This is an optimization exercise on Yosys and OpenROAD, whose aim is small area, a short achievable clock period and few clock cycles per item, not a production implementation.

==> v4 <==
==> flow/design.v <==
module ysyx_23060136_EXU_DIV(
        input                 clk           ,
        input                 rst           ,
        input         [63:0]  dividend      ,
        input         [63:0]  divisor       ,
        input                 div_valid     ,
        input                 divw          ,
        input                 div_signed    ,
        output                div_ready     ,
        output                div_out_valid ,
        output        [63:0]  quotient      ,
        output        [63:0]  remainder
 );
    localparam [2:0] S_IDLE  = 3'd0,
                     S_PREP  = 3'd1,
                     S_ITER  = 3'd2,
                     S_CORR  = 3'd3,
                     S_REST  = 3'd4,
                     S_DONE  = 3'd5;
    wire        sa_in = div_signed & (divw ? dividend[31] : dividend[63]);
    wire        sb_in = div_signed & (divw ? divisor[31]  : divisor[63]);
    wire        qn_in = sa_in ^ sb_in;
    wire [64:0] a_ext = divw ? {{33{sa_in}}, dividend[31:0]} : {sa_in, dividend};
    wire [65:0] b_ext = divw ? {{34{sb_in}}, divisor[31:0]}  : {{2{sb_in}}, divisor};
    wire [6:0]  lza, lzb;
    ysyx_23060136_EXU_DIV_lzc u_lza (.x(a_ext[63:0] ^ {64{sa_in}}), .z(lza));
    ysyx_23060136_EXU_DIV_lzc u_lzb (.x(b_ext[63:0] ^ {64{sb_in}}), .z(lzb));
    wire [5:0]  lzbc  = lzb[5:0] | {6{lzb[6]}};
    wire        dz_in = lzb[6] & ~sb_in;                     
    wire        a_lt_b = ({1'b0, lzbc} + {6'b0, sa_in}) < lza;    
    wire [63:0] q_ones = divw ? (qn_in ? 64'hffffffff00000001 : 64'h00000000ffffffff)
                              : (qn_in ? 64'h0000000000000001 : 64'hffffffffffffffff);
    logic [2:0]  state;
    logic [65:0] R;          
    logic [65:0] D;          
    logic [63:0] Q;
    logic [5:0]  cnt;
    logic [5:0]  lza_r, lzb_r;
    logic        sa, qneg;
    logic        ind;        
    wire        sub  = ~qneg;                
    wire [65:0] y    = D ^ {66{~ind}};
    wire        cin  = sub ^ ~ind;
    wire [65:0] sum;
    ysyx_23060136_EXU_DIV_add u_add (.a(R), .b(y), .cin(cin), .s(sum));
    wire [65:0] cpre = {R[64:0] | y[64:0], cin};
    wire        zero = &(~(R ^ y ^ cpre));
    wire        acc  = sa ? (sum[65] | zero) : ~sum[65];
    wire [5:0]  dd   = lzb_r - lza_r + {5'b0, sa};
    wire [65:0] d_sh = (D << dd) | ({66{sub}} & ~({66{1'b1}} << dd));
    wire        last = (cnt == 6'd0);
    always_ff @(posedge clk) begin
        if (rst) begin
            state <= S_IDLE;
        end
        else begin
            case (state)
            S_IDLE:  if (div_valid) state <= (dz_in | a_lt_b) ? S_DONE : S_PREP;
            S_PREP:  state <= acc ? S_ITER : (qneg ? S_REST : S_DONE);
            S_ITER:  if (last) state <= acc ? S_DONE : S_CORR;
            S_CORR:  state <= S_DONE;
            S_REST:  state <= S_DONE;
            default: state <= S_IDLE;
            endcase
        end
    end
    always_ff @(posedge clk) begin
        case (state)
        S_IDLE: begin
            R    <= {a_ext[64], a_ext};
            D    <= b_ext ^ {66{~qn_in}};
            Q    <= dz_in ? q_ones : 64'b0;
            lza_r <= lza[5:0];
            lzb_r <= lzbc;
            sa   <= sa_in;
            qneg <= qn_in;
            ind  <= 1'b1;
        end
        S_PREP: begin
            R <= qneg ? sum : {a_ext[64], a_ext};
            D   <= d_sh;
            cnt <= dd;
            Q   <= {64{qneg}};
        end
        S_ITER: begin
            R   <= sum;
            ind <= acc;
            Q   <= {Q[62:0], acc ^ qneg};
            cnt <= cnt - 6'd1;
            if (!last) D <= {D[65], D[65:1]};
        end
        S_CORR: begin
            R <= sum;
        end
        S_REST: begin
            R <= {a_ext[64], a_ext};
            Q <= 64'b0;
        end
        default: ;
        endcase
    end
    assign div_ready     = (state == S_IDLE);
    assign div_out_valid = (state == S_DONE);
    assign quotient      = Q;
    assign remainder     = R[63:0];
endmodule
module ysyx_23060136_EXU_DIV_add(
        input         [65:0]  a,
        input         [65:0]  b,
        input                 cin,
        output        [65:0]  s
 );
    localparam N = 67;
    wire [N-1:0] g [0:7];
    wire [N-1:0] p [0:7];
    assign g[0] = {a & b, cin};
    assign p[0] = {a ^ b, 1'b0};
    genvar l, i;
    generate
        for (l = 0; l < 7; l = l + 1) begin : lv
            for (i = 0; i < N; i = i + 1) begin : bt
                if ((i >> l) & 1) begin : m
                    localparam integer J = ((i >> l) << l) - 1;
                    assign g[l+1][i] = g[l][i] | (p[l][i] & g[l][J]);
                    assign p[l+1][i] = p[l][i] & p[l][J];
                end
                else begin : t
                    assign g[l+1][i] = g[l][i];
                    assign p[l+1][i] = p[l][i];
                end
            end
        end
    endgenerate
    assign s = p[0][66:1] ^ g[7][65:0];
endmodule
module ysyx_23060136_EXU_DIV_lzc(
        input         [63:0]  x,
        output        [6:0]   z
 );
    wire [31:0]     v1;
    wire [31:0]     c1;
    wire [15:0]     v2;
    wire [15:0][1:0] c2;
    wire [7:0]      v3;
    wire [7:0][2:0] c3;
    wire [3:0]      v4;
    wire [3:0][3:0] c4;
    wire [1:0]      v5;
    wire [1:0][4:0] c5;
    genvar i;
    generate
        for (i = 0; i < 32; i = i + 1) begin : g1
            assign v1[i] = x[2*i+1] | x[2*i];
            assign c1[i] = ~x[2*i+1];
        end
        for (i = 0; i < 16; i = i + 1) begin : g2
            assign v2[i] = v1[2*i+1] | v1[2*i];
            assign c2[i] = v1[2*i+1] ? {1'b0, c1[2*i+1]} : {1'b1, c1[2*i]};
        end
        for (i = 0; i < 8; i = i + 1) begin : g3
            assign v3[i] = v2[2*i+1] | v2[2*i];
            assign c3[i] = v2[2*i+1] ? {1'b0, c2[2*i+1]} : {1'b1, c2[2*i]};
        end
        for (i = 0; i < 4; i = i + 1) begin : g4
            assign v4[i] = v3[2*i+1] | v3[2*i];
            assign c4[i] = v3[2*i+1] ? {1'b0, c3[2*i+1]} : {1'b1, c3[2*i]};
        end
        for (i = 0; i < 2; i = i + 1) begin : g5
            assign v5[i] = v4[2*i+1] | v4[2*i];
            assign c5[i] = v4[2*i+1] ? {1'b0, c4[2*i+1]} : {1'b1, c4[2*i]};
        end
    endgenerate
    assign z = (v5[1] | v5[0]) ? (v5[1] ? {2'b00, c5[1]} : {2'b01, c5[0]}) : 7'd64;
endmodule
==> flow/run.sh <==
#!/bin/bash
# synth_recipe.tcl (not shown) runs the flow's synth.tcl, then flattens the netlist and writes it again
# the make line also repeats each setting of config.mk as NAME=value (left out here)
make -C /OpenROAD-flow-scripts/flow DESIGN_CONFIG=/design/flow/config.mk WORK_HOME=/design/flow/orfs CLKGATE_MAP_FILE= SYNTH_SCRIPT=/design/flow/synth_recipe.tcl finish
==> flow/config.mk <==
export PLATFORM = sky130hd
export DESIGN_NAME = ysyx_23060136_EXU_DIV
export DESIGN_NICKNAME = ysyx_23060136_EXU_DIV
export VERILOG_FILES = /design/flow/design.v
export SDC_FILE = /design/flow/constraint.sdc
export NUM_CORES = 4
export LEC_CHECK = 0
export CAP_MARGIN = 20
export CORE_MARGIN = 2
export CORE_UTILIZATION = 40
export SETUP_SLACK_MARGIN = 2.8
export SLEW_MARGIN = 20
==> flow/constraint.sdc <==
create_clock -name core_clock -period 6.5 [get_ports {clk}]
set_input_delay 1.3000 -clock core_clock [delete_from_list [all_inputs] [get_ports {clk}]]
set_output_delay 1.3000 -clock core_clock [all_outputs]
set_load 0.01 [all_outputs]
==> inputs of v38, as changes to v4 <==
--- a/flow/design.v
+++ b/flow/design.v
@@ -38,16 +38,16 @@
     logic [5:0]  lza_r, lzb_r;
     logic        sa, qneg;
     logic        ind;        
-    wire        sub  = ~qneg;                
-    wire [65:0] y    = D ^ {66{~ind}};
-    wire        cin  = sub ^ ~ind;
+    wire        sub  = ind ^ qneg;
+    wire [65:0] y    = D ^ {66{sub}};
+    wire        cin  = sub;
     wire [65:0] sum;
     ysyx_23060136_EXU_DIV_add u_add (.a(R), .b(y), .cin(cin), .s(sum));
     wire [65:0] cpre = {R[64:0] | y[64:0], cin};
     wire        zero = &(~(R ^ y ^ cpre));
     wire        acc  = sa ? (sum[65] | zero) : ~sum[65];
     wire [5:0]  dd   = lzb_r - lza_r + {5'b0, sa};
-    wire [65:0] d_sh = (D << dd) | ({66{sub}} & ~({66{1'b1}} << dd));
+    wire [65:0] d_sh = D << dd;
     wire        last = (cnt == 6'd0);
     always_ff @(posedge clk) begin
         if (rst) begin
@@ -68,7 +68,7 @@
         case (state)
         S_IDLE: begin
             R    <= {a_ext[64], a_ext};
-            D    <= b_ext ^ {66{~qn_in}};
+            D    <= b_ext;
             Q    <= dz_in ? q_ones : 64'b0;
             lza_r <= lza[5:0];
             lzb_r <= lzbc;
--- a/flow/config.mk
+++ b/flow/config.mk
@@ -5,8 +5,9 @@
 export SDC_FILE = /design/flow/constraint.sdc
 export NUM_CORES = 4
 export LEC_CHECK = 0
+export ABC_AREA = 1
 export CAP_MARGIN = 20
 export CORE_MARGIN = 2
 export CORE_UTILIZATION = 40
-export SETUP_SLACK_MARGIN = 2.8
+export SETUP_SLACK_MARGIN = 2.0
 export SLEW_MARGIN = 20
==> notes <==
Against v4, the fmax of v38 is lower by 1.1%.
Against v38, the non-clock buffer count of v4 is higher by 152.
Against v4, the hold slack of v38 is better by 16 ps.
Flip-flop and latch count is the same in v4 and v38.
Cell area: v4 is higher than v38 (about 20%).
Against v38, the synthesized cell count of v4 is smaller by about 13%.
No functional check of the RTL was part of any run of this note.

[separate check: timing with driven ports]
No port has a modelled driver above. Below, the same layouts with a new extraction and two added sets of constraints.
Step 1 sets driving cells, clkbuf_16 on the clock port and buf_2 on the other inputs (assumed; they add their load-dependent delay and slew).
Step 2 also shifts input and output timing later by t, the mid clock arrival at the registers, as if the neighbouring blocks saw the same clock.
a / b / c = ideal ports / drivers / drivers and shift; a / b = the first two.
run	t, ns	setup WS [ns]	clock arrival spread, ns
v4	0.647	1.998 / 1.999 / 1.351	0.017 / 0.017
v38	0.667	1.946 / 1.867 / 1.200	0.037 / 0.037
After both steps every run listed still meets setup and hold. The setup slack of v38, which loses most, moves by -0.079 ns with the drivers and by -0.746 ns with both steps.
